Source: an optimization exercise on an open RTL-to-GDS flow (aim: small area and a short achievable clock period). Production flows keep margins and buffers that such runs may drop.
In this exercise RTL edits were held to simulation tests only and were not proved equivalent to the original.
No activity file was given, so power comes from the tool's default toggle rates. The clock port is modelled as an ideal driver; clocking choices that lean on that would not hold on a real chip.

**design.v**
```verilog
module cic_madd #(
    parameter W    = 8,
    parameter FILL = 0
) (
    input  wire [W-1:0] a,
    input  wire [W-1:0] b,
    input  wire         v,
    input  wire         ci,
    output wire [W-1:0] s,
    output wire         co
);
    wire [W:0] c;
    assign c[0] = ci;
    genvar i;
    generate
        for (i = 0; i < W; i = i + 1) begin : B
            wire p = v ? (a[i] ^ b[i]) : (a[i] ^ FILL[0]);
            assign c[i+1] = p ? c[i] : a[i];
            assign s[i]   = p ^ c[i];
        end
    endgenerate
    assign co = c[W];
endmodule
module cic_decimator (
    input   wire            clk         ,
    input   wire            rst         ,
    input   wire    [11:0]  din         ,
    input   wire            din_valid   ,
    output  wire    [36:0]  dout        ,
    output  wire            dout_valid
);
    localparam W  = 37;
    localparam N  = 5;
    localparam K  = 3;                        
    localparam D  = N + K;                    
    function integer LO(input integer k);
        LO = (k * W + K - 1) / K;
    endfunction
    function integer WD(input integer k);
        WD = LO(k + 1) - LO(k);
    endfunction
    reg  [11:0]  xr;
    reg  [3:0]   cnt;
    reg  [D-1:0] vd;
    reg  [D-1:0] rd;
    reg  [D-1:0] dd;
    always @(posedge clk) begin
        xr <= din;
        vd <= {vd[D-2:0], din_valid & ~rst};
        rd <= {rd[D-2:0], rst};
        if (rst) begin
            cnt <= 4'd0;
            dd  <= {D{1'b0}};
        end else begin
            if (din_valid) cnt <= cnt + 4'd1;
            dd  <= {dd[D-2:0], din_valid & (cnt == 4'd15)};
        end
    end
    wire [W-1:0] xs [0:K-1];
    assign xs[0] = {{(W-12){xr[11]}}, xr};
    genvar i, k;
    generate
        for (k = 1; k < K; k = k + 1) begin : XD
            reg [W-1:0] x;
            always @(posedge clk) x <= xs[k-1];
            assign xs[k] = x;
        end
    endgenerate
    wire [W-1:0] acc [0:N];
    assign acc[0] = 0;
    generate
        for (i = 1; i <= N; i = i + 1) begin : INT
            for (k = 0; k < K; k = k + 1) begin : S
                reg  [WD(k)-1:0] a;
                wire [WD(k)-1:0] src = (i == 1) ? xs[k][LO(k) +: WD(k)]
                                                : acc[i-1][LO(k) +: WD(k)];
                wire [WD(k)-1:0] fb  = a & {WD(k){~rd[i+k-1]}};
                wire [WD(k)-1:0] s;
                wire             ci, co;
                if (k == 0) begin : C
                    assign ci = 1'b0;
                end else begin : C
                    reg c;
                    always @(posedge clk) c <= INT[i].S[k-1].co;
                    assign ci = c;
                end
                cic_madd #(.W(WD(k)), .FILL(0)) u_add (.a(fb), .b(src), .v(vd[i+k-1]), .ci(ci), .s(s), .co(co));
                always @(posedge clk) a <= s;
                assign acc[i][LO(k) +: WD(k)] = a;
            end
        end
    endgenerate
    reg  [2:0] ph;                    
    reg        pend, run;
    reg        go, act0, last0;
    reg  [1:0] grp;                   
    reg  [K-1:1] act_d, last_d;
    reg        vout;
    wire cap0   = dd[N];              
    wire cap_n  = dd[N-1];            
    wire [2:0] ph_n = (ph == 3'd4) ? 3'd0 : ph + 3'd1;
    wire pend_n = (cap0 | pend) & ~go;
    wire run_n  = act0 & ~last0;
    wire go_n   = (cap_n | pend_n) & (ph_n == 3'd0);
    wire act_n  = go_n | (run_n & (ph_n != 3'd0));
    wire [K-1:0] act  = {act_d,  act0};
    wire [K-1:0] last = {last_d, last0};
    wire         mask = grp[1];
    always @(posedge clk) begin
        if (rst) begin
            ph     <= 3'd0;
            pend   <= 1'b0;
            run    <= 1'b0;
            go     <= 1'b0;
            act0   <= 1'b0;
            last0  <= 1'b0;
            grp    <= 2'd0;
            act_d  <= {(K-1){1'b0}};
            last_d <= {(K-1){1'b0}};
            vout   <= 1'b0;
        end else begin
            ph     <= ph_n;
            pend   <= pend_n;
            run    <= run_n;
            go     <= go_n;
            act0   <= act_n;
            last0  <= act_n & (ph_n == 3'd4);
            act_d  <= act[K-2:0];
            last_d <= last[K-2:0];
            vout   <= last[K-1];
            if (last[K-1] && !grp[1]) grp <= grp + 2'd1;
        end
    end
    generate
        for (k = 0; k < K; k = k + 1) begin : CB
            reg  [WD(k)-1:0]   cur;
            reg  [N*WD(k)-1:0] rn;            
            reg  [N*WD(k)-1:0] ro;            
            wire [WD(k)-1:0] rn0  = rn[WD(k)-1:0];
            wire [WD(k)-1:0] ro0  = ro[WD(k)-1:0];
            wire [WD(k)-1:0] d5   = INT[N].S[k].s;      
            wire [WD(k)-1:0] opnd = cur;
            wire [WD(k)-1:0] diff;
            wire             ci, co;
            if (k == 0) begin : C
                assign ci = 1'b1;
            end else begin : C
                reg c;
                always @(posedge clk) c <= CB[k-1].co;
                assign ci = c;
            end
            cic_madd #(.W(WD(k)), .FILL(1)) u_sub (.a(opnd), .b(~ro0), .v(mask), .ci(ci), .s(diff), .co(co));
            always @(posedge clk) begin
                rn <= {act[k] ? opnd : rn0, rn[N*WD(k)-1:WD(k)]};
                ro <= {act[k] ? rn0  : ro0, ro[N*WD(k)-1:WD(k)]};
                cur <= ({WD(k){act[k]}} & diff)
                     | ({WD(k){~act[k] & dd[N-1+k]}} & d5)
                     | ({WD(k){~act[k] & ~dd[N-1+k]}} & cur);
            end
            assign dout[LO(k) +: WD(k)] = cur;
        end
    endgenerate
    assign dout_valid = vout;
endmodule
```
**flow/run.sh**
```bash
#!/bin/bash
# Standard synthesis and layout; the port buffers use a faster cell than
# the one buffer_ports picks by default, and timing repair aims for a
# slack margin so the design closes well under the clock period.
set -euo pipefail
bash standard.sh synth > synth.log 2>&1
bash standard.sh "BUFFER_PORTS_ARGS=-buffer_cell sky130_fd_sc_hd__buf_2" SETUP_SLACK_MARGIN=9.0 finish > layout.log 2>&1
```
**standard.sh**
```bash
#!/bin/bash
# synth_recipe.tcl (not shown) runs the flow's synth.tcl, then flattens the netlist and writes it again
# the make line also repeats each setting of config.mk as NAME=value (left out here)
make -C /OpenROAD-flow-scripts/flow DESIGN_CONFIG=/design/flow/config.mk WORK_HOME=/design/flow/orfs CLKGATE_MAP_FILE= SYNTH_SCRIPT=/design/flow/synth_recipe.tcl "${@:-finish}"
```
**config.mk**
```make
export PLATFORM = sky130hd
export DESIGN_NAME = cic_decimator
export DESIGN_NICKNAME = cic_decimator
export VERILOG_FILES = /design/flow/design.v
export SDC_FILE = /design/flow/constraint.sdc
export NUM_CORES = 4
export LEC_CHECK = 0
export ABC_AREA = 1
export CAP_MARGIN = 20
export CORE_MARGIN = 2
export CORE_UTILIZATION = 60
export CTS_BUF_LIST = sky130_fd_sc_hd__clkbuf_16
export CTS_CLUSTER_DIAMETER = 100
export CTS_CLUSTER_SIZE = 30
export SLEW_MARGIN = 20
```
**constraint.sdc**
```tcl
create_clock -name core_clock -period 13.0 [get_ports {clk}]
set_input_delay 2.6000 -clock core_clock [delete_from_list [all_inputs] [get_ports {clk}]]
set_output_delay 2.6000 -clock core_clock [all_outputs]
set_load 0.01 [all_outputs]
```
==> results of run 1 <==
## layout make-up
type | instances | area (µm²) | area share
inverter | 95 | 357 | 0.0145
clock buffer | 25 | 626 | 0.0254
clock inverter | 3 | 16.3 | 0.000661
tap | 518 | 648 | 0.0263
multi-input combinational | 1794 | 9480 | 0.385
timing repair buffer | 61 | 328 | 0.0133
sequential | 657 | 13200 | 0.535
## flip-flops by register name, summed over array words and instances, names as in the netlist, 2 cells and up
signal,flops
cnt,4
last_d,2
CB.ro,185
CB.cur,37
INT.S.a,185
INT.S.C.c,10
grp,2
rd,7
dd,7
act_d,2
ph,3
vd,7
CB.rn,185
CB.C.c,2
XD.x,2
xr,12
## report_power, final
part           leakage [nW]  internal (mW)  total (mW)  switching [mW]
registers              5.45           2.38        2.56           0.183
logic                  4.85          0.482        1.10           0.619
clock network         0.320          0.349       0.914           0.565
total                  10.6           3.21        4.58            1.37
## cells in the final DEF, fill, tap and decap left out, types with 3 or more instances in the layout
master | netlist | routed
a21o_1 | 5 | 5
nand3_1 | 43 | 43
buf_4 | 5 | 9
ha_1 | 14 | 14
o21ai_2 | 3 | 3
a21boi_0 | 6 | 6
or2_2 | 9 | 9
nand2_2 | 59 | 59
o211ai_1 | 22 | 22
buf_2 | 12 | 52
clkbuf_16 | 0 | 25
xor2_2 | 5 | 5
dfxtp_1 | 657 | 654
nor2_1 | 88 | 88
o21bai_1 | 11 | 11
nand2_4 | 5 | 5
a221o_1 | 3 | 3
xnor2_1 | 152 | 152
nor3_1 | 4 | 4
inv_2 | 4 | 4
nand3_2 | 5 | 5
o21ai_0 | 74 | 74
dfxtp_2 | 0 | 3
a21oi_1 | 49 | 49
xor2_1 | 214 | 214
nand2_1 | 997 | 997
inv_1 | 90 | 91
o21ai_1 | 9 | 9
nand3b_1 | 5 | 5
## logic make-up after synthesis
kind of cell    after synthesis
compound gates              185
xor+xnor                    371
fa+ha+maj                    15
buf+inv                     165
flops                       657
mux                           1
simple gates               1222
## worst max path at each step
stage / startpoint / endpoint / slack (ps) / depth (start not counted)
after global placement: rst / cnt[1] / 9600 / 4
final: CB[1].cur[0] / dout[13] / 9160 / 1
after detailed placement: rd[5] / CB[1].cur[11] / 9490 / 25
after global routing: rd[5] / CB[1].cur[11] / 9100 / 25
after CTS: CB[1].cur[0] / dout[13] / 9120 / 1
after floorplan: din_valid / cnt[3] / 9950 / 5
## metal layers
layer	part of all wire	global-route usage	vias to the layer above
met4	0.018	0.0397	0
met5	0	0	-
li1	-	-	8082
met2	0.46	0.334	97
met3	0.024	0.0232	42
met1	0.49	0.254	6721
## metrics by stage
step	std cells	area (µm²)	setup WS (ps)	util	hold slack (ps)
2_1_floorplan	2616	23400	9950	-	310
3_3_place_gp	3124	24000	9600	0.621	310
3_5_place_dp	3125	24000	9490	0.622	312
4_1_cts	3153	24600	9120	0.638	330
5_1_grt	3153	24600	9100	0.638	334
6_report	3153	24600	9160	0.638	330
==> run_results.csv, run 1 <==
group,metric,value,unit
floorplanning,die_w,201,µm
synth,synth.most_common_cell,"nand2_1",
synth,syn_area_per_cell,8.93,µm²
grt,antenna_found_initial,0,
synth,synth_top_family_by_area,"simple AND/OR/NAND/NOR gates",
synth,synth.area.mux_share,0.000482,
routing,routed_wl,37400,µm
synth,ys.flop_type,"dfxtp_1",
grt,grt.overflow.total,0,
synth,synthesis.area,23400,µm²
worst_setup_path,cp_num_buf_inv,1,
worst_setup_path,crit_arrival,1240,ps
synth,synth_enable_flop_cells,0,
clock_network,numCtsBuffers,25,
placement,port_buffers,52,
layout,drive_above_1_share,0.0698,
synth,ys_seq_area_frac,0.563,
timing,max_freq,0.260,GHz
timing,drv_slew,0,
min_path,min_to,"CB[0].ro[29]",
worst_setup_path,slowest_stage,"dfxtp_1",
routing,num_vias,14900,
synth,synth-xor-area-share,0.141,
timing,final.setup.tns,0,ps
timing,min_period,3840,ps
routing,ant_nets,0,
synth,synth-simple-area-share,0.211,
worst_setup_path,crit_chain,"buf_2",
floorplanning,rows,72,
worst_setup_path,crit_type,"flop to primary output",
flow_run,drv_cap,0,
floorplanning,initial_core_util,0.606,
clock_network,postCtsHoldBufs,0,
placement,place.gp.congestion,0.745,
floorplanning,die_area,40500,µm²
worst_setup_path,r2r-end,"CB[1].cur[11]",
synth,synth_compound_area_frac,0.0459,
worst_setup_path,timing.rr.start,"rd[5]",
power,powerDensity,186,nW/µm²
synth,syn-num-nets,2645,
routing,remaining_drc_errors,0,
routing,routed_via_density,4.74,
grt,grt_max_degree,62,
timing,maxSlewHeadroom,0.306,
layout,nFillCells,3305,
clock_network,cts_resized,0,
timing,worstMarginPinSlew,1040,ps
grt,grt_pass1_vias,14500,
clock_network,cts_tree,"done",
clock_network,cts_root_buffer,"clkbuf_16",
clock_network,clock_sinks,657,
synth,syn_inst,2616,
synth,synth_top_area_cell,"dfxtp_1",
min_path,hp-start,"CB[0].ro[42]",
clock_network,clk_pin_slew,100,ps
layout,num_antenna_cells,0,
timing,setup_viol,0,
worst_setup_path,cp_max_fo,5,
power,irDropWorstVdd,116,µV
placement,dpl.hpwl,26300,µm
synth,synth_top_cells_by_count,"997 x nand2_1, 657 x dfxtp_1, 214 x xor2_1",
worst_setup_path,required,10400,ps
power,power,4.58,mW
layout,nNetsFinal,2663,
layout,syn2layout_area_growth,5.38,%
synth,synthAdderAreaFrac,0.00798,
worst_setup_path,critical_path.max_stage_delay,450,ps
synth,ys_ff_latch,657,
timing,hold_viol_final,0,
clock_network,cts_setup_buffers,0,
clock_network,clock_latency,590,ps
floorplanning,boundaryPins,53,
synth,yosysWarnings,1,
routing,wl_per_cell,11.9,µm
synth,yosysTopAreaCellShare,0.563,
synth,ys_async_sr_fraction,0,
grt,track_usage,0.191,
floorplanning,core_area,38600,µm²
worst_setup_path,reg2regPathDepth,25,
clock_network,clk_path_buf_depth,3,
worst_setup_path,cp_top_family,"flip-flops",
routing,drt_iter0_markers,584,
power,p_leak,10.6,nW
routing,first_pass_iters,4,
min_path,hp-class,"flop to flop",
outcome,status,"complete, no violations",
timing,rsz0062_at_grt,"no",
worst_setup_path,startpoint_type,"flop",
synth,synth_area_leaders,"dfxtp_1 56%, nand2_1 16%, xor2_1 8.0%",
floorplanning,die_height,201,µm
timing,fin_crit_sh,0.295,
grt,grt_pass1_wl,65900,µm
synth,yosysUniqueCellTypes,43,
worst_setup_path,cp-end-kind,"primary output",
min_path,hold_depth,0,
worst_setup_path,regToRegSetupSlack,9480,ps
clock_network,cts_max_level,1,
timing,final.setup_skew,12.0,ps
==> run 2: changes to the inputs <==
==> flow/run.sh (replaced) <==
#!/bin/bash
# Standard synthesis and layout; the port buffers use a faster cell than
# the one buffer_ports picks by default, and timing repair aims for a
# slack margin so the design closes well under the clock period.
set -euo pipefail
bash standard.sh synth > synth.log 2>&1
bash standard.sh "BUFFER_PORTS_ARGS=-buffer_cell sky130_fd_sc_hd__buf_2" SETUP_SLACK_MARGIN=9.6 finish > layout.log 2>&1
==> run 2 against run 1 <==
Cell count up 1.5%. Hold slack better by 2.6 ps. Critical path depth unchanged. Global-route usage up 0.35 points. Sequential share of layout area down 1.2 points. Combinational power up 5%. Wire length up 2.6%. Clock power about the same. Area after synthesis unchanged. Power up 1.4%. Via count up 2.0%.
==> run_results.csv, run 2 <==
group,metric,value,unit
layout,layout_commonest_cell,"nand2_1",
layout,final_cell_mix,"997 x nand2_1, 611 x dfxtp_1, 213 x xor2_1, 152 x xnor2_1, 89 x inv_1",
worst_setup_path,cp_max_fo,4,
worst_setup_path,cp-end-kind,"primary output",
floorplanning,die_area,40500,µm²
clock_network,clock_latency,600,ps
routing,drt_iter0_markers,502,
clock_network,clk_path_buf_depth,3,
flow_run,drv_cap,0,
worst_setup_path,critical_path.max_stage_delay,370,ps
power,irDropWorstVdd,116,µV
clock_network,cts_root_buffer,"clkbuf_16",
synth,ys_seq_area_frac,0.563,
layout,syn2layout_area_growth,8.67,%
clock_network,cts_tree,"done",
layout,post-route-util,0.658,
worst_setup_path,crit_arrival,1080,ps
layout,nNetsFinal,2710,
timing,final.setup_skew,12.3,ps
worst_setup_path,cp_top_family,"flip-flops",
synth,yosysUniqueCellTypes,43,
layout,drive_above_1_share,0.104,
floorplanning,core_area,38600,µm²
routing,routed_wl,38400,µm
worst_setup_path,slowest_stage,"dfxtp_4",
layout,nFillCells,3226,
floorplanning,boundaryPins,53,
routing,routed_via_density,4.76,
placement,place.gp.congestion,0.745,
timing,max_freq,0.272,GHz
timing,setup_viol,0,
timing,drv_slew,0,
power,powerDensity,183,nW/µm²
timing,fin_crit_sh,0.283,
grt,track_usage,0.194,
timing,final.setup.tns,0,ps
grt,grt_pass1_vias,14700,
power,p_leak,10.9,nW
outcome,status,"complete, no violations",
grt,grt_max_degree,62,
synth,syn-num-nets,2645,
worst_setup_path,startpoint_type,"flop",
synth,synth_area_leaders,"dfxtp_1 56%, nand2_1 16%, xor2_1 8.0%",
synth,yosysWarnings,1,
synth,synthesis.area,23400,µm²
clock_network,clock_sinks,657,
synth,syn_area_per_cell,8.93,µm²
synth,yosysTopAreaCellShare,0.563,
worst_setup_path,cp_num_buf_inv,1,
clock_network,postCtsHoldBufs,0,
grt,grt_pass1_wl,67000,µm
synth,synth_enable_flop_cells,0,
routing,num_vias,15200,
placement,port_buffers,52,
floorplanning,die_height,201,µm
synth,synth.most_common_cell,"nand2_1",
layout,reg_top3,"CB.rn (185), CB.ro (185), INT.S.a (185)",
layout,seqCellArea,13300,µm²
min_path,hp-class,"flop to flop",
worst_setup_path,required,10400,ps
layout,num_antenna_cells,0,
floorplanning,rows,72,
grt,grt.overflow.total,0,
floorplanning,die_w,201,µm
synth,synth_top_area_cell,"dfxtp_1",
clock_network,clk_pin_slew,100,ps
routing,remaining_drc_errors,0,
grt,antenna_found_initial,0,
timing,min_period,3680,ps
worst_setup_path,crit_type,"flop to primary output",
floorplanning,initial_core_util,0.606,
placement,dpl.hpwl,26300,µm
timing,maxSlewHeadroom,0.284,
timing,rsz0062_at_grt,"yes",
routing,first_pass_iters,4,
clock_network,numCtsBuffers,25,
synth,ys_ff_latch,657,
synth,ys_async_sr_fraction,0,
timing,hold_viol_final,0,
routing,wl_per_cell,12.0,µm
synth,synth_top_cells_by_count,"997 x nand2_1, 657 x dfxtp_1, 214 x xor2_1",
clock_network,cts_max_level,1,
layout,multiInputGateArea,9500,µm²
worst_setup_path,crit_chain,"buf_6",
synth,syn_inst,2616,
timing,worstMarginPinSlew,1070,ps
routing,ant_nets,0,
synth,ys.flop_type,"dfxtp_1",
## run 2: where the power goes
part / switching (mW) / internal, mW / total, mW / leakage, nW
Clock: 0.567 / 0.349 / 0.916 / 0.320
Sequential: 0.176 / 2.38 / 2.56 / 5.47
Combinational: 0.639 / 0.526 / 1.16 / 5.14
## run 2: kinds of logic after synthesis
group	share of synthesized area
and+or+nand+nor	0.211
xor gates and xnor gates	0.141
buffers and inverters	0.0309
muxes	0.000482
adders and majority gates	0.00798
AOI/OAI and AO/OA	0.0459
DFF	0.563
## run 2: worst paths after layout
| kind | cells past startpoint | start | slack (ps) | endpoint |
|---|---|---|---|---|
| worst max-delay path | 1 | CB[0].cur[2] | 9320 | dout[2] |
| worst min register to register | 0 | CB[0].ro[42] | 330 | CB[0].ro[29] |
| worst min-delay path | 0 | CB[0].ro[42] | 330 | CB[0].ro[29] |
| worst max register to register | 26 | rd[5] | 9870 | CB[1].cur[11] |
## run 2: cell type report
type / instances / share of cell area
Tap cell: 518 / 0.0255
Inverter: 95 / 0.0147
Clock buffer: 25 / 0.0247
Timing Repair inverter: 2 / 0.000394
Multi-Input combinational cell: 1794 / 0.374
Sequential cell: 657 / 0.523
Clock inverter: 3 / 0.000641
Timing Repair Buffer: 106 / 0.0372
## run 2: what timing repair did
action,4_1_cts,5_1_grt
gates resized for setup,107,31
cloned,1,1
buffers inserted,33,12
endpoints found under the setup margin,41,58
## run 2: metrics by stage
stage	hold WS, ps	instance area (µm²)	power [mW]	worst slack [ps]	std cells
after floorplan	310	23400	3.50	9950	2616
after global routing	335	25400	4.96	9280	3200
after detailed placement	312	24000	3.72	9490	3125
after CTS	330	25200	4.68	9280	3187
final	332	25400	4.64	9320	3200
after global placement	310	24000	3.66	9600	3124
## run 2: layer usage
metal	vias up	part of all wire	GRT usage
met5	-	0	0
met4	0	0.020	0.0418
met3	47	0.025	0.0232
met2	128	0.47	0.343
met1	6876	0.48	0.256
li1	8184	-	-
==> run 3: changes to the inputs <==
==> flow/run.sh (replaced) <==
#!/bin/bash
# Standard synthesis and layout; the port buffers use a faster cell than
# the one buffer_ports picks by default, and timing repair aims for a
# slack margin so the design closes well under the clock period.
set -euo pipefail
bash standard.sh synth > synth.log 2>&1
bash standard.sh "BUFFER_PORTS_ARGS=-buffer_cell sky130_fd_sc_hd__buf_2" SETUP_SLACK_MARGIN=9.3 finish > layout.log 2>&1
--- a/config.mk
+++ b/config.mk
@@ -12,4 +12,5 @@
 export CTS_BUF_LIST = sky130_fd_sc_hd__clkbuf_16
 export CTS_CLUSTER_DIAMETER = 100
 export CTS_CLUSTER_SIZE = 30
+export PLACE_DENSITY = 0.75
 export SLEW_MARGIN = 20
==> run 3 against run 2 <==
Critical endpoint is now dout[15]. Register-to-register slack got worse by 200 ps. Still clean on timing, DRC and antenna. Power fell by 0.49%. Hold slack got worse by 2.7 ps. Sequential share of layout area grew 0.70 points. Clock-buffer cell count unchanged. Largest power group unchanged. Via count rose by 1.5%.
==> run_results.csv, run 3 <==
group,metric,value,unit
layout,nNetsFinal,2695,
timing,setup_slack,9310,ps
synth,synthesis.area,23400,µm²
worst_setup_path,crit_chain,"buf_6",
timing,min_period,3690,ps
outcome,status,"complete, no violations",
layout,post-route-util,0.650,
synth,yosysWarnings,1,
synth,ys_async_sr_fraction,0,
min_path,hp-class,"flop to flop",
worst_setup_path,crit_type,"flop to primary output",
timing,final.setup.tns,0,ps
layout,final_area,25100,µm²
worst_setup_path,cp_top_family,"flip-flops",
placement,dp.cells,3123,
grt,antenna_found_initial,0,
timing,hold_slack,330,ps
worst_setup_path,required,10400,ps
floorplanning,boundaryPins,53,
timing,drv_slew,0,
placement,place.gp.congestion,0.751,
synth,yosysTopAreaCellShare,0.563,
synth,syn_area_per_cell,8.93,µm²
timing,max_freq,0.271,GHz
floorplanning,die_height,201,µm
worst_setup_path,cp-end-kind,"primary output",
routing,first_pass_iters,5,
flow_run,drv_cap,0,
synth,syn_inst,2616,
layout,layout.cells.non_filler,3183,
placement,pre_cts_slack,9370,ps
synth,synth_top_area_cell,"dfxtp_1",
floorplanning,rows,72,
clock_network,clock_sinks,657,
layout,drive_above_1_share,0.0964,
worst_setup_path,startpoint_type,"flop",
timing,worstMarginPinSlew,1060,ps
grt,grt_pass1_wl,67500,µm
clock_network,clk_pin_slew,110,ps
clock_network,numCtsBuffers,25,
clock_network,cts_max_level,1,
synth,synth.most_common_cell,"nand2_1",
worst_setup_path,cp_max_fo,5,
layout,reg_top3,"CB.rn (185), CB.ro (185), INT.S.a (185)",
layout,num_antenna_cells,0,
worst_setup_path,crit_arrival,1090,ps
grt,track_usage,0.194,
timing,fin_crit_sh,0.284,
layout,layout_commonest_cell,"nand2_1",
floorplanning,die_area,40500,µm²
grt,grt.overflow.total,0,
layout,syn2layout_area_growth,7.26,%
routing,num_vias,15500,
routing,drt_iter0_markers,602,
synth,ys_ff_latch,657,
worst_setup_path,critical_path.max_stage_delay,410,ps
power,irDropWorstVdd,101,µV
worst_setup_path,slowest_stage,"dfxtp_4",
floorplanning,die_w,201,µm
synth,syn-num-nets,2645,
timing,setup_viol,0,
layout,final_cell_mix,"997 x nand2_1, 615 x dfxtp_1, 214 x xor2_1, 152 x xnor2_1, 89 x inv_1",
synth,synth_top_cells_by_count,"997 x nand2_1, 657 x dfxtp_1, 214 x xor2_1",
synth,ys_seq_area_frac,0.563,
floorplanning,core_area,38600,µm²
timing,final.setup_skew,19.4,ps
clock_network,postCtsHoldBufs,0,
floorplanning,initial_core_util,0.606,
clock_network,cts_tree,"done",
synth,synth_area_leaders,"dfxtp_1 56%, nand2_1 16%, xor2_1 8.0%",
timing,rsz0062_at_grt,"yes",
routing,wl_per_cell,12.2,µm
routing,routed_wl,38900,µm
power,power,4.62,mW
grt,grt_pass1_vias,15100,
placement,dpl.hpwl,27000,µm
synth,yosysUniqueCellTypes,43,
routing,ant_nets,0,
synth,synth_enable_flop_cells,0,
routing,routed_via_density,4.86,
synth,ys.flop_type,"dfxtp_1",
placement,port_buffers,52,
clock_network,cts_root_buffer,"clkbuf_16",
timing,hold_viol_final,0,
power,powerDensity,184,nW/µm²
routing,remaining_drc_errors,0,
grt,grt_max_degree,62,
power,p_leak,10.8,nW
worst_setup_path,cp_num_buf_inv,1,
timing,maxSlewHeadroom,0.289,
placement,placed_area,24000,µm²
clock_network,clk_path_buf_depth,3,
clock_network,clock_latency,580,ps
run 3: cell counts after synthesis:
No cell type changed its count.
run 3: kinds of logic after synthesis:
logic type / synth area share
XOR/XNOR: 0.141
flip-flops: 0.563
multiplexers: 0.000482
AO/OA/AOI/OAI: 0.0459
adder cells (fa/ha/maj): 0.00798
AND/OR/NAND/NOR: 0.211
buffers and inverters: 0.0309
run 3: layout make-up:
type | instances | area [µm²]
Clock buffer | 25 | 626
Sequential cell | 657 | 13300
Timing Repair inverter | 1 | 5.00
Tap cell | 518 | 648
Multi-Input combinational cell | 1794 | 9480
Fill cell | 3222 | 13500
Timing Repair Buffer | 92 | 652
Inverter | 95 | 363
Clock inverter | 1 | 5.00
run 3: metal layers:
layer	up-vias	part of all wire	global-route usage	wire [µm]
met5	-	0	0	0
met1	7149	0.48	0.251	18600
met4	0	0.020	0.0502	784
met3	47	0.020	0.0183	767
li1	8146	-	-	-
met2	124	0.48	0.349	18800
run 3: power breakdown:
group          internal (mW)  leakage, nW  switching, mW
Clock                  0.348        0.312          0.559
Sequential              2.38         5.47          0.168
Combinational          0.508         5.03          0.650
Total                   3.24         10.8           1.38
run 3: worst paths after layout:
kind                startpoint             to  slack, ps  cells past startpoint
setup / recovery  CB[1].cur[2]       dout[15]       9310                      1
hold / removal    CB[2].ro[23]   CB[2].ro[11]        330                      0
setup reg to reg         rd[5]  CB[1].cur[11]       9670                     26
hold reg to reg   CB[2].ro[23]   CB[2].ro[11]        330                      0
run 3: timing repair:
item                                    in CTS  in global routing
buffers inserted                            27                  6
cloned                                       0                  1
gates resized for setup                     65                 23
endpoints found under the setup margin      37                 27
==> run 4: changes to the inputs <==
--- a/config.mk
+++ b/config.mk
@@ -12,5 +12,4 @@
 export CTS_BUF_LIST = sky130_fd_sc_hd__clkbuf_16
 export CTS_CLUSTER_DIAMETER = 100
 export CTS_CLUSTER_SIZE = 30
-export PLACE_DENSITY = 0.75
 export SLEW_MARGIN = 20
==> run 4 against run 3 <==
Still clean on timing, DRC and antenna. Final area is 0.59% higher. Sequential share of layout area is 0.38 points lower. Combinational power hardly changed. Cell count is 0.28% higher. Hold slack better by 1.7 ps. Via count is 2.1% lower. Clock-buffer cell count stayed put. Die area stayed put. Power is 0.33% higher. Utilization is 0.39 points higher. Sequential cell count stayed put. Largest power group unchanged.
==> run_results.csv, run 4 <==
group,metric,value,unit
outcome,status,"complete, no violations",
routing,drt_iter0_markers,553,
min_path,hold_depth,0,
synth,ys_seq_area_frac,0.563,
timing,setup_viol,0,
floorplanning,core_area,38600,µm²
layout,reg_top3,"CB.rn (185), CB.ro (185), INT.S.a (185)",
timing,maxSlewHeadroom,0.316,
synth,synth.most_common_cell,"nand2_1",
routing,wl_per_cell,12.0,µm
clock_network,clock_sinks,657,
clock_network,cts_max_level,1,
synth,synth_top_area_cell,"dfxtp_1",
layout,multiInputGateArea,9480,µm²
worst_setup_path,required,10400,ps
synth,synth-simple-area-share,0.211,
placement,placed_area,24000,µm²
grt,grt_pass1_vias,14700,
layout,drive_above_1_share,0.0984,
routing,num_vias,15100,
synth,synth-xor-area-share,0.141,
floorplanning,boundaryPins,53,
timing,max_freq,0.272,GHz
timing,final.setup.tns,0,ps
layout,nNetsFinal,2702,
layout,post-route-util,0.654,
grt,antenna_found_initial,0,
placement,port_buffers,52,
placement,dpl.hpwl,26300,µm
worst_setup_path,startpoint_type,"flop",
timing,worstMarginPinSlew,1020,ps
clock_network,clock_latency,590,ps
layout,nFillCells,3245,
floorplanning,die_height,201,µm
synth,syn_inst,2616,
floorplanning,initial_core_util,0.606,
power,powerDensity,184,nW/µm²
clock_network,cts_root_buffer,"clkbuf_16",
routing,ant_nets,0,
synth,synth_area_leaders,"dfxtp_1 56%, nand2_1 16%, xor2_1 8.0%",
synth,synthesis.area,23400,µm²
flow_run,drv_cap,0,
clock_network,cts_tree,"done",
timing,final.setup_skew,9.96,ps
synth,ys.flop_type,"dfxtp_1",
min_path,min_to,"CB[0].ro[3]",
worst_setup_path,crit_arrival,1070,ps
layout,final_cell_mix,"997 x nand2_1, 615 x dfxtp_1, 214 x xor2_1, 152 x xnor2_1, 90 x inv_1",
worst_setup_path,cp_top_family,"flip-flops",
synth,synth_top_family_by_area,"simple AND/OR/NAND/NOR gates",
clock_network,numCtsBuffers,25,
synth,yosysUniqueCellTypes,43,
synth,syn-num-nets,2645,
worst_setup_path,r2r-end,"CB[1].cur[11]",
layout,final_area,25200,µm²
clock_network,clk_pin_slew,110,ps
synth,syn_area_per_cell,8.93,µm²
synth,ys_async_sr_fraction,0,
synth,synthAdderAreaFrac,0.00798,
grt,grt_pass1_wl,66900,µm
timing,hold_viol_final,0,
clock_network,clk_path_buf_depth,3,
placement,dp.cells,3125,
worst_setup_path,cp_max_fo,4,
floorplanning,die_area,40500,µm²
layout,num_antenna_cells,0,
grt,track_usage,0.194,
min_path,hp-class,"flop to flop",
synth,ys_ff_latch,657,
worst_setup_path,crit_type,"flop to primary output",
worst_setup_path,reg2regPathDepth,26,
routing,routed_wl,38200,µm
worst_setup_path,crit_chain,"buf_6",
synth,synth.area.mux_share,0.000482,
worst_setup_path,cp_num_buf_inv,1,
placement,place.gp.congestion,0.745,
routing,routed_via_density,4.74,
worst_setup_path,cp-end-kind,"primary output",
layout,seqCellArea,13300,µm²
synth,synth_enable_flop_cells,0,
floorplanning,rows,72,
power,p_leak,10.9,nW
timing,rsz0062_at_grt,"yes",
timing,drv_slew,0,
grt,grt.overflow.total,0,
routing,first_pass_iters,4,
min_path,hp-start,"CB[0].ro[16]",
routing,remaining_drc_errors,0,
grt,grt_max_degree,62,
synth,synth_top_cells_by_count,"997 x nand2_1, 657 x dfxtp_1, 214 x xor2_1",
layout,layout_commonest_cell,"nand2_1",
worst_setup_path,crit_start,"CB[0].cur[2]",
synth,yosysWarnings,1,
layout,syn2layout_area_growth,7.90,%
worst_setup_path,timing.rr.start,"rd[5]",
timing,fin_crit_sh,0.283,
worst_setup_path,slowest_stage,"dfxtp_4",
worst_setup_path,critical_path.max_stage_delay,370,ps
power,power,4.63,mW
timing,min_period,3680,ps
floorplanning,die_w,201,µm
worst_setup_path,regToRegSetupSlack,9670,ps
power,irDropWorstVdd,116,µV
layout,layout.cells.non_filler,3192,
synth,yosysTopAreaCellShare,0.563,
synth,synth_compound_area_frac,0.0459,
-- run 4: worst max path at each step --
| stage | endpoint | slack (ps) | depth (start not counted) |
|---|---|---|---|
| global route | dout[16] | 9280 | 1 |
| global placement | cnt[1] | 9600 | 4 |
| floorplan | cnt[3] | 9950 | 5 |
| detailed placement | CB[1].cur[11] | 9490 | 25 |
| CTS | dout[13] | 9270 | 1 |
| finish | dout[2] | 9330 | 1 |
-- run 4: final cells by class --
| cell class | count | area share |
|---|---|---|
| Sequential cell | 657 | 0.526 |
| Multi-Input combinational cell | 1794 | 0.376 |
| Timing Repair Buffer | 99 | 0.0322 |
| Tap cell | 518 | 0.0257 |
| Clock buffer | 25 | 0.0248 |
| Inverter | 95 | 0.0143 |
| Clock inverter | 3 | 0.000645 |
| Timing Repair inverter | 1 | 0.000199 |
-- run 4: cell families (layout without fill, tap and decap cells) --
group	Yosys count	in the layout
buffers and inverters	165	223
xor gates and xnor gates	371	371
adders and majority gates	15	15
DFF	657	657
and+or+nand+nor	1222	1222
muxes	1	1
AOI/OAI and AO/OA	185	185
-- run 4: metrics by stage --
stage | hold slack, ps | setup slack, ps
after floorplan | 310 | 9950
after global placement | 310 | 9600
final | 331 | 9330
after detailed placement | 312 | 9490
after global routing | 335 | 9280
after CTS | 330 | 9270
-- run 4: report_power, final --
part / leakage (nW) / internal [mW] / switching (mW)
clock: 0.320 / 0.349 / 0.566
sequential: 5.47 / 2.38 / 0.175
combinational: 5.08 / 0.521 / 0.638
-- run 4: timing repair --
item / in CTS / in global routing
setup buffers: 33 / 5
resized for setup: 83 / 21
setup endpoints to repair: 37 / 35
hold buffers: 0 / 0
gates cloned: 0 / 1
endpoints found under the hold margin: 0 / 0
-- run 4: per-layer routing --
metal / share of wire / wire length [µm] / vias to the layer above / track usage
met2: 0.47 / 17900 / 118 / 0.341
met4: 0.019 / 714 / 0 / 0.0412
met3: 0.026 / 981 / 45 / 0.0232
met5: 0 / 0 / - / 0
met1: 0.49 / 18600 / 6806 / 0.257
li1: - / - / 8165 / -
==> run 5: changes to the inputs <==
--- a/config.mk
+++ b/config.mk
@@ -10,6 +10,6 @@
 export CORE_MARGIN = 2
 export CORE_UTILIZATION = 60
 export CTS_BUF_LIST = sky130_fd_sc_hd__clkbuf_16
-export CTS_CLUSTER_DIAMETER = 100
-export CTS_CLUSTER_SIZE = 30
+export CTS_CLUSTER_DIAMETER = 60
+export CTS_CLUSTER_SIZE = 45
 export SLEW_MARGIN = 20
==> run 5 against run 4 <==
Sequential share of layout area fell by 1.4 points. Non-clock buffer count fell by 2. First-iteration DRC count rose by 2.9%. Die area did not move. Fmax rose by 0.20%. Clock power rose by about 50%. Synthesized cell count did not move. Critical path depth did not move. Worst setup slack improved by 7.2 ps. Power rose by 9.8%. Cell count rose by 1.3%. Final area rose by 2.7%. Critical endpoint is now dout[16]. Largest cell class unchanged.
==> run_results.csv, run 5 <==
group,metric,value,unit
outcome,status,"complete, no violations",
worst_setup_path,regToRegSetupSlack,9680,ps
timing,drv_slew,0,
min_path,hp-class,"flop to flop",
layout,syn2layout_area_growth,10.8,%
routing,num_vias,15300,
layout,final_cell_mix,"997 x nand2_1, 616 x dfxtp_1, 214 x xor2_1, 152 x xnor2_1, 90 x inv_1",
worst_setup_path,required,10400,ps
clock_network,cts_tree,"done",
power,powerDensity,197,nW/µm²
power,sw_frac_of_total,0.301,
clock_network,clk_path_buf_depth,3,
floorplanning,die_height,201,µm
timing,worstMarginPinSlew,1030,ps
grt,antenna_found_initial,0,
routing,remaining_drc_errors,0,
synth,synthesis.area,23400,µm²
routing,drt_iter0_markers,569,
worst_setup_path,r2r-end,"CB[1].cur[11]",
placement,place.gp.congestion,0.745,
clock_network,clock_sinks,657,
worst_setup_path,cp_top_family,"flip-flops",
timing,hold_viol_final,0,
worst_setup_path,startpoint_type,"flop",
grt,grt_max_degree,62,
worst_setup_path,slowest_stage,"dfxtp_4",
timing,min_period,3670,ps
layout,nNetsFinal,2713,
flow_run,drv_cap,0,
worst_setup_path,crit_type,"flop to primary output",
layout,drive_above_1_share,0.111,
placement,dpl.hpwl,26300,µm
synth,yosysTopAreaCellShare,0.563,
layout,num_antenna_cells,0,
synth,ys.flop_type,"dfxtp_1",
worst_setup_path,crit_chain,"buf_6",
grt,grt_pass1_wl,67900,µm
floorplanning,core_area,38600,µm²
synth,ys_seq_area_frac,0.563,
power,clkPwrFrac,0.269,
clock_network,cts_max_level,2,
clock_network,clk_pin_slew,100,ps
synth,synth_enable_flop_cells,0,
floorplanning,die_w,201,µm
min_path,min_to,"CB[1].rn[12]",
clock_network,numCtsBuffers,38,
timing,rsz0062_at_grt,"yes",
worst_setup_path,critical_path.max_stage_delay,370,ps
timing,fin_crit_sh,0.282,
placement,pre_cts_slack,9490,ps
layout,layout_commonest_cell,"nand2_1",
worst_setup_path,cp.depth,1,
worst_setup_path,cp_num_buf_inv,1,
power,irDropWorstVdd,121,µV
grt,grt.overflow.total,0,
timing,setup_slack,9330,ps
power,power.switching,1.53,mW
synth,ys_async_sr_fraction,0,
power,p_leak,11.2,nW
placement,placed_area,24000,µm²
clock_network,postCtsHoldBufs,0,
synth,synth_top_area_cell,"dfxtp_1",
power,power,5.09,mW
worst_setup_path,cp_max_fo,3,
timing,maxSlewHeadroom,0.309,
worst_setup_path,crit_arrival,1070,ps
synth,yosysWarnings,1,
grt,grt_pass1_vias,14800,
synth,yosysUniqueCellTypes,43,
timing,final.setup.tns,0,ps
layout,final_area,25900,µm²
layout,reg_top3,"CB.rn (185), CB.ro (185), INT.S.a (185)",
timing,final.setup_skew,29.1,ps
routing,first_pass_iters,4,
routing,wl_per_cell,12.0,µm
power,intPower,3.56,mW
floorplanning,rows,72,
clock_network,cts_root_buffer,"clkbuf_16",
clock_network,clock_latency,580,ps
routing,ant_nets,0,
min_path,hp-start,"CB[1].rn[24]",
min_path,hold_depth,0,
timing,max_freq,0.273,GHz
power,power_frac_comb,0.228,
synth,syn-num-nets,2645,
synth,ys_ff_latch,657,
floorplanning,boundaryPins,53,
floorplanning,initial_core_util,0.606,
placement,port_buffers,52,
grt,track_usage,0.199,
synth,synth_area_leaders,"dfxtp_1 56%, nand2_1 16%, xor2_1 8.0%",
worst_setup_path,timing.rr.start,"rd[5]",
synth,synth.most_common_cell,"nand2_1",
floorplanning,die_area,40500,µm²
synth,syn_area_per_cell,8.93,µm²
timing,setup_viol,0,
synth,syn_inst,2616,
routing,routed_wl,38900,µm
worst_setup_path,reg2regPathDepth,26,
routing,routed_via_density,4.73,
power,seq_power_share,0.503,
synth,synth_top_cells_by_count,"997 x nand2_1, 657 x dfxtp_1, 214 x xor2_1",
worst_setup_path,cp-end-kind,"primary output",
==> run 5: what timing repair did <==
item,in CTS,in global routing
endpoints found under the setup margin,37,26
hold endpoints to repair,0,0
gates resized for setup,81,18
cloned,0,1
buffers inserted,33,3
==> run 5: final cells by class <==
cell class	instances	area [µm²]
Tap cell	518	648
Timing Repair Buffer	97	763
Sequential cell	657	13200
Clock buffer	41	1030
Timing Repair inverter	1	5.00
Multi-Input combinational cell	1794	9480
Inverter	95	365
Clock inverter	29	335
Fill cell	3178	12700
==> run 5: cell families (layout without fill, tap and decap cells) <==
kind of cell,Yosys count,in the layout,synth area share
AO/OA/AOI/OAI,185,185,0.0459
XOR/XNOR,371,371,0.141
adder cells (fa/ha/maj),15,15,0.00798
buffers and inverters,165,263,0.0309
flip-flops,657,657,0.563
multiplexers,1,1,0.000482
AND/OR/NAND/NOR,1222,1222,0.211
==> run 5: metrics by stage <==
step           hold WS (ps)  cells   util
4_1_cts                 301   3228  0.669
6_report                310   3232  0.671
5_1_grt                 306   3232  0.671
3_3_place_gp            310   3124  0.621
2_1_floorplan           310   2616      -
3_5_place_dp            312   3125  0.622
==> run 5: worst max path at each step <==
stage,start,endpoint,slack (ps)
floorplan,din_valid,cnt[3],9950
global placement,rst,cnt[1],9600
detailed placement,rd[5],CB[1].cur[11],9490
CTS,CB[1].cur[0],dout[13],9270
global route,CB[2].cur[9],dout[34],9280
finish,CB[1].cur[3],dout[16],9330
==> run 5: metal layers <==
layer	track usage	routed length, µm
met5	0	0
met1	0.261	18800
met2	0.344	18300
met4	0.0562	669
met3	0.0290	1160
==> run 5: power groups by stage <==
stage          Clock, mW  Combinational, mW  Sequential (mW)
3_5_place_dp           0               1.11             2.61
2_1_floorplan          0              0.949             2.55
5_1_grt             1.48               1.33             2.60
4_1_cts             1.41               1.16             2.56
6_report            1.37               1.16             2.56
3_3_place_gp           0               1.06             2.60
==> run 6: changes to the inputs <==
--- a/config.mk
+++ b/config.mk
@@ -8,8 +8,8 @@
 export ABC_AREA = 1
 export CAP_MARGIN = 20
 export CORE_MARGIN = 2
-export CORE_UTILIZATION = 60
+export CORE_UTILIZATION = 70
 export CTS_BUF_LIST = sky130_fd_sc_hd__clkbuf_16
-export CTS_CLUSTER_DIAMETER = 60
-export CTS_CLUSTER_SIZE = 45
+export CTS_CLUSTER_DIAMETER = 50
+export CTS_CLUSTER_SIZE = 60
 export SLEW_MARGIN = 20
==> run 6 against run 5 <==
Largest power group unchanged. Non-clock buffer count is 6 higher. Utilization is 13 points higher. Worst setup slack worse by 1.7 ps. Sequential power hardly changed. Clock skew is 1.1 ps higher. Sequential cell count stayed put.
==> run_results.csv, run 6 <==
group,metric,value,unit
outcome,status,"complete, no violations",
layout,syn2layout_area_growth,11.6,%
worst_setup_path,crit_arrival,1070,ps
routing,remaining_drc_errors,0,
synth,ys_async_sr_fraction,0,
layout,layout_commonest_cell,"nand2_1",
worst_setup_path,startpoint_type,"flop",
synth,syn_inst,2616,
timing,worstMarginPinSlew,1040,ps
layout,num_antenna_cells,0,
synth,synth_top_cells_by_count,"997 x nand2_1, 657 x dfxtp_1, 214 x xor2_1",
layout,final_area,26100,µm²
placement,placed_area,23900,µm²
flow_run,drv_cap,0,
worst_setup_path,cp_num_buf_inv,1,
worst_setup_path,cp_max_fo,4,
grt,grt.overflow.total,0,
placement,port_buffers,52,
worst_setup_path,slowest_stage,"dfxtp_4",
floorplanning,rows,66,
worst_setup_path,required,10400,ps
grt,track_usage,0.238,
floorplanning,initial_core_util,0.714,
clock_network,clk_path_buf_depth,3,
timing,setup_viol,0,
routing,routed_via_density,4.99,
timing,final.setup.tns,0,ps
timing,maxSlewHeadroom,0.306,
synth,yosysTopAreaCellShare,0.563,
routing,wl_met1,18400,µm
timing,final.setup_skew,30.2,ps
synth,syn_area_per_cell,8.93,µm²
worst_setup_path,critical_path.max_stage_delay,360,ps
synth,ys_seq_area_frac,0.563,
synth,synth_area_leaders,"dfxtp_1 56%, nand2_1 16%, xor2_1 8.0%",
synth,synth.most_common_cell,"nand2_1",
worst_setup_path,cp-end-kind,"primary output",
clock_network,clock_latency,580,ps
floorplanning,boundaryPins,53,
clock_network,clock_sinks,657,
synth,yosysUniqueCellTypes,43,
power,irDropWorstVdd,156,µV
floorplanning,die_w,187,µm
routing,met3_length,1230,µm
grt,grt_pass1_wl,70700,µm
placement,dpl.hpwl,26900,µm
synth,ys_ff_latch,657,
power,powerDensity,203,nW/µm²
worst_setup_path,cp_top_family,"flip-flops",
floorplanning,core_area,32700,µm²
floorplanning,die_area,34800,µm²
timing,min_period,3670,ps
synth,synthesis.area,23400,µm²
timing,drv_slew,0,
placement,place.gp.congestion,0.785,
synth,synth_top_area_cell,"dfxtp_1",
floorplanning,die_height,187,µm
synth,synth_enable_flop_cells,0,
clock_network,cts_root_buffer,"clkbuf_16",
power,p_leak,11.4,nW
layout,final_cell_mix,"997 x nand2_1, 616 x dfxtp_1, 214 x xor2_1, 152 x xnor2_1, 89 x inv_1",
synth,syn-num-nets,2645,
routing,ant_nets,0,
timing,rsz0062_at_grt,"no",
timing,max_freq,0.273,GHz
routing,wl_met2,20500,µm
grt,antenna_found_initial,0,
routing,first_pass_iters,5,
routing,drt_iter0_markers,665,
routing,dr.max_layer_used,"met4",
routing,routed_wl,41200,µm
clock_network,cts_max_level,2,
synth,ys.flop_type,"dfxtp_1",
synth,yosysWarnings,1,
timing,fin_crit_sh,0.282,
clock_network,clk_pin_slew,90,ps
worst_setup_path,crit_chain,"buf_4",
clock_network,numCtsBuffers,44,
power,power,5.30,mW
layout,reg_top3,"CB.rn (185), CB.ro (185), INT.S.a (185)",
grt,grt_pass1_vias,15700,
clock_network,cts_tree,"done",
worst_setup_path,crit_type,"flop to primary output",
layout,drive_above_1_share,0.116,
routing,num_vias,15800,
layout,nNetsFinal,2726,
timing,hold_viol_final,0,
routing,wl_per_cell,13.0,µm
min_path,hp-class,"flop to flop",
grt,grt_max_degree,62,
## run 6: cell counts after synthesis
No cell type changed its count.
## run 6: cells by family (layout without fill, tap and decap cells)
| family | count (synthesis) | after routing | synth area share |
|---|---|---|---|
| fa+ha+maj | 15 | 15 | 0.00798 |
| buf+inv | 165 | 279 | 0.0309 |
| simple gates | 1222 | 1222 | 0.211 |
| compound gates | 185 | 185 | 0.0459 |
| xor+xnor | 371 | 371 | 0.141 |
| mux | 1 | 1 | 0.000482 |
| flops | 657 | 657 | 0.563 |
## run 6: final cells by class
class / instances / area (µm²)
Clock buffer: 45 / 1130
Multi-Input combinational cell: 1794 / 9490
Clock inverter: 34 / 573
Timing Repair Buffer: 103 / 684
Tap cell: 442 / 553
Fill cell: 2132 / 6650
Sequential cell: 657 / 13300
Inverter: 95 / 367
Timing Repair inverter: 2 / 10.0
## run 6: what timing repair did
item,CTS,global route
buffers inserted,30,13
hold buffers,0,0
cloned,0,2
endpoints found under the hold margin,0,0
gates resized for setup,56,14
setup endpoints to repair,37,13
## run 6: worst register-to-register path, stage by stage, from the launching register on
cell and delay, ps:
dfxtp_1 400, inv_2 540, nand2_1 200, xor2_1 310, nand2_2 100, nand2_2 90
nand2_2 50, nand2_2 80, nand2_2 50, nand2_2 80, nand2_2 50, nand2_2 80
nand2_2 50, nand2_2 80, nand2_2 50, nand2_2 90, nand2_2 50, nand2_2 80
nand2_2 50, nand2_2 80, nand2_2 60, nand2_2 70, a21oi_1 70, ha_1 310
nand2_1 70, nand3_1 60
## run 6: layer usage
layer,GRT usage,vias up
li1,-,8253
met1,0.299,7329
met2,0.426,185
met3,0.0339,73
met4,0.0699,0
met5,0,-
## run 6: report_power, final
group | internal (mW) | switching (mW)
logic | 0.507 | 0.655
registers | 2.38 | 0.176
clock network | 0.781 | 0.793
## run 6: path summary, 6_finish.rpt
| check | to | cells past startpoint | slack, ps | start |
|---|---|---|---|---|
| min | CB[1].ro[12] | 0 | 300 | CB[1].ro[24] |
| min reg2reg | CB[1].ro[12] | 0 | 300 | CB[1].ro[24] |
| max reg2reg | CB[0].cur[12] | 25 | 9710 | rd[4] |
| max | dout[12] | 1 | 9330 | CB[0].cur[12] |
## run 6: through the flow
step	utilization	setup slack, ps	instances	hold slack, ps
after floorplan	-	9950	2616	310
after global placement	0.729	9560	3046	309
after detailed placement	0.729	9360	3046	312
after CTS	0.791	9260	3155	304
after global routing	0.797	9300	3172	313
final	0.797	9330	3172	304
==> run 7: changes to the inputs <==
--- a/config.mk
+++ b/config.mk
@@ -10,6 +10,6 @@
 export CORE_MARGIN = 2
 export CORE_UTILIZATION = 70
 export CTS_BUF_LIST = sky130_fd_sc_hd__clkbuf_16
-export CTS_CLUSTER_DIAMETER = 50
-export CTS_CLUSTER_SIZE = 60
+export CTS_CLUSTER_DIAMETER = 100
+export CTS_CLUSTER_SIZE = 30
 export SLEW_MARGIN = 20
==> run 7 against run 6 <==
Fmax is essentially flat. Synthesized cell count did not move. Via count decreased by 2.6%. Power fell by 13%. Sequential power about the same. Still clean. Worst setup slack hardly changed. Largest power group unchanged.
==> run_results.csv, run 7 <==
group,metric,value,unit
outcome,status,"complete, no violations",
layout,layout_commonest_cell,"nand2_1",
worst_setup_path,crit_chain,"buf_2",
routing,routed_via_density,4.95,
layout,syn2layout_area_growth,7.00,%
floorplanning,boundaryPins,53,
worst_setup_path,required,10400,ps
clock_network,cts_max_level,1,
timing,max_freq,0.272,GHz
synth,synth.area.mux_share,0.000482,
clock_network,clk_path_buf_depth,3,
timing,hold_viol_final,0,
clock_network,cts_tree,"done",
synth,synth_area_leaders,"dfxtp_1 56%, nand2_1 16%, xor2_1 8.0%",
layout,final_cell_mix,"997 x nand2_1, 615 x dfxtp_1, 214 x xor2_1, 152 x xnor2_1, 88 x inv_1",
worst_setup_path,cp_max_fo,2,
timing,drv_slew,0,
clock_network,clock_sinks,657,
timing,final.setup_skew,17.5,ps
synth,synthesis.area,23400,µm²
synth,synth-simple-area-share,0.211,
floorplanning,core_area,32700,µm²
clock_network,cts_root_buffer,"clkbuf_16",
floorplanning,die_w,187,µm
power,p_leak,10.9,nW
grt,grt_pass1_vias,15300,
routing,drt_iter0_markers,693,
synth,synth_enable_flop_cells,0,
synth,ys_seq_area_frac,0.563,
worst_setup_path,crit_type,"flop to primary output",
routing,remaining_drc_errors,0,
synth,yosysUniqueCellTypes,43,
worst_setup_path,slowest_stage,"dfxtp_4",
placement,dpl.hpwl,26900,µm
synth,ys_async_sr_fraction,0,
synth,synth_top_family_by_area,"simple AND/OR/NAND/NOR gates",
synth,ys.flop_type,"dfxtp_1",
power,powerDensity,185,nW/µm²
worst_setup_path,critical_path.max_stage_delay,360,ps
worst_setup_path,cp-end-kind,"primary output",
layout,num_antenna_cells,0,
synth,synth-xor-area-share,0.141,
grt,grt.overflow.total,0,
layout,nNetsFinal,2705,
layout,nFillCells,2341,
synth,yosysTopAreaCellShare,0.563,
synth,syn_inst,2616,
flow_run,drv_cap,0,
timing,maxSlewHeadroom,0.322,
layout,drive_above_1_share,0.101,
routing,routed_wl,39000,µm
worst_setup_path,cp_top_family,"flip-flops",
routing,wl_per_cell,12.5,µm
routing,num_vias,15400,
synth,syn_area_per_cell,8.93,µm²
grt,grt_max_degree,62,
timing,final.setup.tns,0,ps
timing,hold_slack,329,ps
routing,first_pass_iters,5,
floorplanning,die_height,187,µm
clock_network,numCtsBuffers,25,
placement,port_buffers,52,
synth,ys_ff_latch,657,
timing,setup_viol,0,
synth,synth_top_cells_by_count,"997 x nand2_1, 657 x dfxtp_1, 214 x xor2_1",
worst_setup_path,cp_num_buf_inv,1,
floorplanning,initial_core_util,0.714,
synth,synth.most_common_cell,"nand2_1",
grt,grt_pass1_wl,68000,µm
placement,place.gp.congestion,0.785,
layout,reg_top3,"CB.rn (185), CB.ro (185), INT.S.a (185)",
layout,seqCellArea,13300,µm²
floorplanning,die_area,34800,µm²
layout,multiInputGateArea,9490,µm²
clock_network,clock_latency,580,ps
min_path,hp-class,"flop to flop",
worst_setup_path,startpoint_type,"flop",
worst_setup_path,crit_arrival,1070,ps
grt,track_usage,0.226,
power,irDropWorstVdd,140,µV
grt,antenna_found_initial,0,
timing,fin_crit_sh,0.282,
synth,synth_top_area_cell,"dfxtp_1",
timing,worstMarginPinSlew,1020,ps
timing,min_period,3670,ps
synth,synth_compound_area_frac,0.0459,
timing,rsz0062_at_grt,"yes",
floorplanning,rows,66,
synth,synthAdderAreaFrac,0.00798,
synth,syn-num-nets,2645,
routing,ant_nets,0,
synth,yosysWarnings,1,
clock_network,clk_pin_slew,100,ps
-- run 7: cell count changes in the layout (fill, tap and decap cells not counted), moves of 4 or more --
cell / before / now
bufinv_16: 4 / 0
inv_16: 4 / 0
clkbuf_16: 45 / 25
buf_6: 5 / 9
clkinv_8: 7 / 0
inv_12: 5 / 0
-- run 7: power breakdown --
group	internal (mW)	total, mW	leakage [nW]	switching [mW]
Combinational	0.507	1.15	5.07	0.646
Clock	0.349	0.910	0.317	0.561
Sequential	2.38	2.56	5.47	0.173
Total	3.24	4.62	10.9	1.38
-- run 7: stage by stage --
| stage | setup slack (ps) | instance area, µm² | utilization | power, mW | instances |
|---|---|---|---|---|---|
| after floorplan | 9950 | 23400 | - | 3.50 | 2616 |
| after global placement | 9560 | 23900 | 0.729 | 3.65 | 3046 |
| final | 9330 | 25000 | 0.764 | 4.62 | 3118 |
| after CTS | 9260 | 24800 | 0.760 | 4.65 | 3107 |
| after global routing | 9300 | 25000 | 0.764 | 4.92 | 3118 |
| after detailed placement | 9360 | 23900 | 0.729 | 3.72 | 3046 |
-- run 7: logic make-up after synthesis --
group,after synthesis
AND/OR/NAND/NOR,1222
buffers and inverters,165
XOR/XNOR,371
multiplexers,1
flip-flops,657
AO/OA/AOI/OAI,185
adder cells (fa/ha/maj),15
-- run 7: layout make-up --
| cell class | count | area share |
|---|---|---|
| Tap cell | 442 | 0.0221 |
| Timing Repair Buffer | 101 | 0.0274 |
| Multi-Input combinational cell | 1794 | 0.380 |
| Clock buffer | 25 | 0.0250 |
| Sequential cell | 657 | 0.530 |
| Timing Repair inverter | 2 | 0.000401 |
| Inverter | 95 | 0.0146 |
| Clock inverter | 2 | 0.000551 |
-- run 7: per-layer routing --
layer	vias up	track usage	part of all wire
li1	8161	-	-
met1	7092	0.291	0.47
met2	127	0.413	0.49
met3	43	0.0222	0.021
met4	0	0.0458	0.017
met5	-	0	0
-- run 7: worst paths after layout --
check / start / endpoint / slack (ps) / cells after the start
max reg2reg: rd[4] / CB[0].cur[12] / 9690 / 25
min: CB[2].rn[23] / CB[2].rn[11] / 330 / 0
max: CB[1].cur[8] / dout[21] / 9330 / 1
min reg2reg: CB[2].rn[23] / CB[2].rn[11] / 330 / 0
-- run 7: what timing repair did --
item / in CTS / in global routing
hold buffers: 0 / 0
setup buffers: 34 / 9
pin swaps: 0 / 0
gates cloned: 0 / 2
endpoints found under the hold margin: 0 / 0
resized for setup: 56 / 15
setup endpoints to repair: 37 / 23
==> run 8: changes to the inputs <==
==> flow/run.sh (replaced) <==
#!/bin/bash
# Standard synthesis and layout; the port buffers use a faster cell than
# the one buffer_ports picks by default, and timing repair aims for a
# slack margin so the design closes well under the clock period.
set -euo pipefail
bash standard.sh synth > synth.log 2>&1
bash standard.sh "BUFFER_PORTS_ARGS=-buffer_cell sky130_fd_sc_hd__buf_2" finish > layout.log 2>&1
==> run 8 against run 7 <==
Wire length down 2.4%. Combinational power shrank 3%. Register-to-register slack lost 370 ps. Power shrank 0.76%. Critical path type unchanged. Hold slack improved by 1.5 ps. Non-clock buffer count down 43. Area after synthesis did not move. Via count shrank 1.3%. Largest power group unchanged. Synthesized cell count unchanged. Fmax shrank 3.8%. Still clean on timing, DRC and antenna. Global-route usage fell by 0.40 points. Highest routed layer unchanged. Largest cell class unchanged. Clock-buffer cell count stayed put.
==> run_results.csv, run 8 <==
group,metric,value,unit
layout,num_antenna_cells,0,
timing,setup_viol,0,
synth,yosysTopAreaCellShare,0.563,
synth,ys.flop_type,"dfxtp_1",
clock_network,cts_root_buffer,"clkbuf_16",
power,irDropWorstVdd,140,µV
power,clkPwrFrac,0.199,
layout,layout_commonest_cell,"nand2_1",
floorplanning,die_height,187,µm
power,seq_power_share,0.559,
clock_network,clock_sinks,657,
clock_network,cts_max_level,1,
synth,syn-num-nets,2645,
placement,dpl.hpwl,26900,µm
worst_setup_path,required,10400,ps
synth,syn_inst,2616,
placement,place.gp.congestion,0.785,
grt,track_usage,0.222,
power,power.switching,1.37,mW
worst_setup_path,cp-end-kind,"primary output",
worst_setup_path,reg2regPathDepth,23,
floorplanning,rows,66,
worst_setup_path,cp_num_buf_inv,1,
timing,min_period,3820,ps
synth,yosysUniqueCellTypes,43,
synth,ys_seq_area_frac,0.563,
worst_setup_path,critical_path.max_stage_delay,470,ps
worst_setup_path,regToRegSetupSlack,9320,ps
flow_run,drv_cap,0,
clock_network,cts_tree,"done",
min_path,hold_depth,0,
power,sw_frac_of_total,0.300,
clock_network,clk_path_buf_depth,3,
synth,yosysWarnings,1,
timing,max_freq,0.262,GHz
outcome,status,"complete, no violations",
routing,first_pass_iters,4,
min_path,hp-start,"CB[0].ro[14]",
synth,synth_top_cells_by_count,"997 x nand2_1, 657 x dfxtp_1, 214 x xor2_1",
clock_network,clk_pin_slew,110,ps
clock_network,cts_setup_buffers,0,
worst_setup_path,crit_arrival,1220,ps
worst_setup_path,cp_top_family,"flip-flops",
routing,num_vias,15200,
timing,rsz0062_at_grt,"no",
synth,synth_enable_flop_cells,0,
layout,reg_top3,"CB.rn (185), CB.ro (185), INT.S.a (185)",
floorplanning,boundaryPins,53,
synth,syn_area_per_cell,8.93,µm²
worst_setup_path,r2r-end,"INT[1].S[2].a[11]",
grt,grt_max_degree,62,
timing,final.setup.tns,0,ps
timing,final.setup_skew,17.0,ps
clock_network,numCtsBuffers,25,
layout,final_cell_mix,"997 x nand2_1, 655 x dfxtp_1, 214 x xor2_1, 152 x xnor2_1, 90 x inv_1",
grt,grt_pass1_vias,15000,
floorplanning,initial_core_util,0.714,
timing,fin_crit_sh,0.294,
min_path,min_to,"CB[0].ro[1]",
routing,routed_wl,38000,µm
grt,grt.overflow.total,0,
synth,synth_area_leaders,"dfxtp_1 56%, nand2_1 16%, xor2_1 8.0%",
timing,worstMarginPinSlew,1050,ps
grt,grt_pass1_wl,66800,µm
grt,antenna_found_initial,0,
routing,ant_nets,0,
timing,drv_slew,0,
layout,post-route-util,0.749,
clock_network,clock_latency,580,ps
synth,synthesis.area,23400,µm²
worst_setup_path,startpoint_type,"flop",
power,intPower,3.21,mW
power,powerDensity,187,nW/µm²
placement,port_buffers,52,
clock_network,cts_resized,0,
worst_setup_path,crit_type,"flop to primary output",
synth,ys_ff_latch,657,
floorplanning,die_area,34800,µm²
worst_setup_path,crit_chain,"buf_2",
layout,syn2layout_area_growth,4.87,%
power,p_leak,10.6,nW
layout,nNetsFinal,2660,
routing,drt_iter0_markers,606,
worst_setup_path,slowest_stage,"dfxtp_1",
synth,ys_async_sr_fraction,0,
routing,wl_per_cell,12.4,µm
clock_network,postCtsHoldBufs,0,
worst_setup_path,timing.rr.start,"vd[2]",
min_path,hp-class,"flop to flop",
worst_setup_path,cp_max_fo,5,
routing,remaining_drc_errors,0,
power,power_frac_comb,0.242,
floorplanning,die_w,187,µm
synth,synth.most_common_cell,"nand2_1",
layout,drive_above_1_share,0.0692,
routing,routed_via_density,4.95,
floorplanning,core_area,32700,µm²
synth,synth_top_area_cell,"dfxtp_1",
timing,hold_viol_final,0,
timing,maxSlewHeadroom,0.300,
run 8: per-stage QoR:
stage	power (mW)	cells	hold slack, ps	instance area, µm²	worst slack [ps]
finish	4.58	3073	330	24500	9180
global route	4.88	3073	337	24500	8880
CTS	4.62	3073	329	24500	9170
detailed placement	3.72	3046	312	23900	9360
global placement	3.65	3046	309	23900	9560
floorplan	3.50	2616	310	23400	9950
run 8: power by group through the flow:
stage | Sequential (mW) | Combinational [mW] | Clock (mW)
after CTS | 2.57 | 1.12 | 0.936
final | 2.56 | 1.11 | 0.913
after floorplan | 2.55 | 0.949 | 0
after global placement | 2.60 | 1.05 | 0
after global routing | 2.61 | 1.27 | 1.01
after detailed placement | 2.61 | 1.11 | 0
run 8: final cells by class:
cell class	count	area, µm²
Clock buffer	25	626
Tap cell	442	553
Sequential cell	657	13200
Fill cell	2415	8210
Clock inverter	2	13.8
Multi-Input combinational cell	1794	9480
Timing Repair Buffer	58	305
Inverter	95	357
run 8: worst max-delay path by stage:
| stage | endpoint | start | slack, ps | cells after the start |
|---|---|---|---|---|
| after detailed placement | INT[1].S[2].a[11] | vd[2] | 9360 | 23 |
| final | dout[3] | CB[0].cur[3] | 9180 | 1 |
| after global placement | INT[1].S[2].a[11] | vd[2] | 9560 | 23 |
| after global routing | INT[1].S[2].a[11] | vd[2] | 8880 | 23 |
| after floorplan | cnt[3] | din_valid | 9950 | 5 |
| after CTS | dout[3] | CB[0].cur[3] | 9170 | 1 |
run 8: routing by layer:
| layer | wire, µm | GRT usage |
|---|---|---|
| met1 | 18000 | 0.290 |
| met2 | 18400 | 0.401 |
| met3 | 910 | 0.0216 |
| met4 | 672 | 0.0440 |
| met5 | 0 | 0 |
run 8: cell families after synthesis:
group / synth area share
XOR/XNOR: 0.141
AND/OR/NAND/NOR: 0.211
AO/OA/AOI/OAI: 0.0459
multiplexers: 0.000482
buffers and inverters: 0.0309
flip-flops: 0.563
adder cells (fa/ha/maj): 0.00798

[static timing again, ports no longer ideal]
No port has a modelled driver above. Below, the same layouts with a new extraction and two added sets of constraints. Step 1 sets driving cells, clkbuf_16 on the clock port and buf_2 on the other inputs (assumed; they add their load-dependent delay and slew). Step 2 moves the port delays by t, midway between the first and last clock arrival at a register: inputs arrive t later, outputs are due t later. That takes back most of the time a late clock gives input paths. Three values: no drivers, after step 1, after step 2; two values: the first two.
| run | t (ns) | slack for setup (ns) | cell pins on the clock port's net |
|---|---|---|---|
| run 1 | 0.639 | 9.160 / 9.104 / 9.477 | 1 |
| run 2 | 0.642 | 9.323 / 9.267 / 9.573 | 1 |
| run 3 | 0.630 | 9.307 / 9.247 / 9.561 | 1 |
| run 4 | 0.639 | 9.325 / 9.269 / 9.574 | 1 |
| run 5 | 0.623 | 9.332 / 9.278 / 9.573 | 1 |
| run 6 | 0.613 | 9.331 / 9.276 / 9.556 | 1 |
| run 7 | 0.623 | 9.330 / 9.279 / 9.546 | 1 |
| run 8 | 0.621 | 9.184 / 9.134 / 9.323 | 1 |
After both steps setup and hold are still met in every run listed.
